This design comes from an exercise in tuning for a short achievable clock period and few clock cycles on the open sky130 flow, not from production work.
The RTL was checked by simulation tests, not by an equivalence proof against the original design.
No activity file was given, so power comes from the tool's default toggle rates.

## run 1
==> flow/design.v (excerpt) <==
module core(input wire I_clk,
    input wire I_reset,
    input wire I_irq_active,
    input wire MEM_ready,
    input wire[15:0] MEM_data_in,
    input wire MEM_data_ready,
    output reg O_irq_ack,
    output reg MEM_exec,
    output reg MEM_write,
    output reg[1:0] MEM_size,
    output reg[15:0] MEM_addr,
    output reg[15:0] MEM_data_out);
Settings: LEC_CHECK=0, ABC_CLOCK_PERIOD_IN_PS=2400, CAP_MARGIN=20, CORE_MARGIN=2, CORE_UTILIZATION=40, SETUP_SLACK_MARGIN=4.6, SLEW_MARGIN=20, TNS_END_PERCENT=100; clock period 7.0 ns.
run.sh (not shown) runs the stock make flow with config.mk's settings and CLKGATE_MAP_FILE= SYNTH_SCRIPT=/design/flow/synth_recipe.tcl, a recipe that flattens the netlist after the stock synthesis.
Testbench counts of run 1, summed over its fixed seeds: cycles 94,731.
## Diff of input files: run 2 against run 1
--- a/flow/design.v
+++ b/flow/design.v
@@ -137,20 +137,16 @@
 wire [1:0] msize  = x_dec[29:28];
 wire is_cmp       = x_dec[30];
 wire [3:0] dop = d_ir[15:12];
 wire dm = d_ir[8];
 wire [2:0] d_ra = d_ir[7:5], d_rb = d_ir[4:2];
 wire d_spec = dop == SPECIAL;
-wire d_uses_a = !(dop == LOAD || (dop == JMP && !dm) || (d_spec && d_ir[2:0] != 3'b100) || dop == 4'hF);
-wire d_uses_b = ((dop == ADD || dop == SUB) && !d_ir[0]) ||
-                ((dop == OR || dop == AND || dop == XOR) && !dm) ||
-                dop == WRITE || dop == CMP || (dop == JMPC && !dm) ||
-                (dop == STACK && !dm && !d_ir[0]);
-wire fwd_cmp = x_v && is_cmp && x_a1 == d_ra && dop == JMPC;
-wire hazard = x_v && ((d_uses_a && !fwd_cmp && ((x_wen1 && x_a1 == d_ra) || (x_wen2 && ra == d_ra))) ||
-                      (d_uses_b && ((x_wen1 && x_a1 == d_rb) || (x_wen2 && ra == d_rb))));
+reg d_uses_a, d_uses_b, d_jmpc;
+reg [7:0] d_rma, d_rmb, x_wm, x_cm;
+wire fwd_cmp = x_v && d_jmpc && |(d_rma & x_cm);
+wire hazard = x_v && ((!fwd_cmp && |(d_rma & x_wm)) || |(d_rmb & x_wm));
 wire [15:0] res = (w_sel == W_SUM) ? sum_q : (w_sel == W_LOG) ? log_q : (w_sel == W_SHF) ? shf_q :
                   (w_sel == W_CMP) ? {11'b0, cmp_q} : (w_sel == W_LD) ? ld_q : sp_q;
 reg [15:0] rA_v, rB_v;
 always @(*) begin
     rA_v = rf[16*d_ra +: 16];
     if (w_v && w_en2 && w_a2 == d_ra)
@@ -247,12 +243,19 @@
 wire ch = mode == M_RUN && hit && !o_live && ib_cnt != 2'd2;
 wire d_adv = d_v && x_free && !hazard && !kill;
 wire d_free = !d_v || (x_free && !hazard);
 wire d_load = (!d_v || d_adv) && !kill && mode == M_RUN && (ib_cnt != 2'd0 || fc || ch);
 wire [15:0] new_instr = fc ? MEM_data_in : cdata;
 wire [15:0] d_src = (ib_cnt != 2'd0) ? (ib_rp ? ib1 : ib0) : new_instr;
+wire [3:0] sop = d_src[15:12];
+wire sm = d_src[8];
+wire s_uses_a = !(sop == LOAD || (sop == JMP && !sm) || (sop == SPECIAL && d_src[2:0] != 3'b100) || sop == 4'hF);
+wire s_uses_b = ((sop == ADD || sop == SUB) && !d_src[0]) ||
+                ((sop == OR || sop == AND || sop == XOR) && !sm) ||
+                sop == WRITE || sop == CMP || (sop == JMPC && !sm) ||
+                (sop == STACK && !sm && !d_src[0]);
 wire ib_pop = d_load && ib_cnt != 2'd0;
 wire ib_keep = (fc || ch) && !(d_load && ib_cnt == 2'd0);
 wire fetch_ok = ({1'b0, ib_cnt} + {2'b0, o_live}) <= 3'd1;
 wire [15:0] maddr, sum_d, sp_d, tgt_d, tgt_d2;
 add16 add_maddr(.a(A), .b(moff), .ci(1'b0), .s(maddr));
 add16 add_sum(.a(A), .b(bop), .ci(cin), .s(sum_d));
@@ -317,12 +320,19 @@
         sum_q <= 16'h0000;
         log_q <= 16'h0000;
         shf_q <= 16'h0000;
         sp_q <= 16'h0000;
         irqn <= 16'h0000;
         x_dec <= {DW{1'b0}};
+        d_uses_a <= 1'b0;
+        d_uses_b <= 1'b0;
+        d_jmpc <= 1'b0;
+        d_rma <= 8'd0;
+        d_rmb <= 8'd0;
+        x_wm <= 8'd0;
+        x_cm <= 8'd0;
         cmp_q <= 5'd0;
         br_taken <= 1'b0;
         cin <= 1'b0;
         w_en1 <= 1'b0;
         w_en2 <= 1'b0;
         w_a1 <= 3'd0;
@@ -435,12 +445,17 @@
         else if (irq_take)
             npc <= d_v ? d_pc : npc;
         else if (d_load)
             npc <= npc2;
         if (d_free) begin
             d_ir <= d_src;
+            d_uses_a <= s_uses_a;
+            d_uses_b <= s_uses_b;
+            d_rma <= s_uses_a ? (8'd1 << d_src[7:5]) : 8'd0;
+            d_rmb <= s_uses_b ? (8'd1 << d_src[4:2]) : 8'd0;
+            d_jmpc <= sop == JMPC;
             d_pc <= npc;
             d_pc2 <= npc2;
         end
         if (d_load)
             d_v <= 1'b1;
         else if (d_adv || kill)
@@ -458,12 +473,14 @@
         else if (rd_done) begin
             x_st <= 2'd2;
         end
         if (x_free) begin
             x_ir <= d_ir;
             x_dec <= d_dec;
+            x_wm <= (d_dec[17] ? (8'd1 << d_dec[22:20]) : 8'd0) | (d_dec[18] ? (8'd1 << d_ir[7:5]) : 8'd0);
+            x_cm <= d_dec[30] ? (8'd1 << d_dec[22:20]) : 8'd0;
             br_taken <= d_taken;
             x_pc <= d_pc;
             A <= rA_v;
             B <= rB_v;
             bop <= (dop == SUB) ? ~bsrc : bsrc;
             cin <= dop == SUB;
Results
- Run 2 vs. run 1: synthesized area increased by about 2.2% relative to the old numbers; unique cell type count in the Yosys netlist saw an increase.
- Run 2 against run 1: share of total power consumed by net switching picked up an extra 1.8 points, count of state elements after synthesis increased 3.2%, placement-stage worst setup slack now sits lower.
- Wire: run 2 routes more than run 1
- Against run 1, run 2 comes in 0.30 points higher on basic-gate share of the synthesized area counting and, or, nand and nor cells.
- met3 capacity usage during global routing is higher on run 2
- The clock transition at the register clock pins on the worst setup and hold paths after CTS was comparable across run 1 and run 2.
- Diff run 1 and run 2: final area higher in run 2
- Multi-input combinational cell count, run 2 vs run 1: up by a few percent
- Relative to run 1, cell count has gone up in run 2.
- Number of antenna violations at the first check in global routing: run 2 > run 1
Testbench counts of run 2, summed over its fixed seeds: cycles 94,731.

-- re-timing with driven ports --
In the flow no input, the clock included, has a driving cell. The finished layouts below were timed again as built, in two steps.
Step 1, drivers: a clkbuf_16 drives I_clk and a buf_2 each remaining input, both assumed.
Step 2 also shifts input and output timing later by t, the mid clock arrival at the registers, as if the neighbouring blocks saw the same clock.
a / b / c = no drivers / after step 1 / after step 2; a / b = the first two.
| run | t (ns) | setup WS [ns] | worst setup path at the end |
|---|---|---|---|
| run 1 | 0.840 | 4.241 / 4.161 / 3.396 | input to register |
| run 2 | 0.847 | 3.992 / 3.908 / 3.061 | input to register |
After both steps every run listed still meets setup and hold. The setup slack of run 2, which loses most, moves by -0.084 ns with the drivers and by -0.931 ns with both steps.
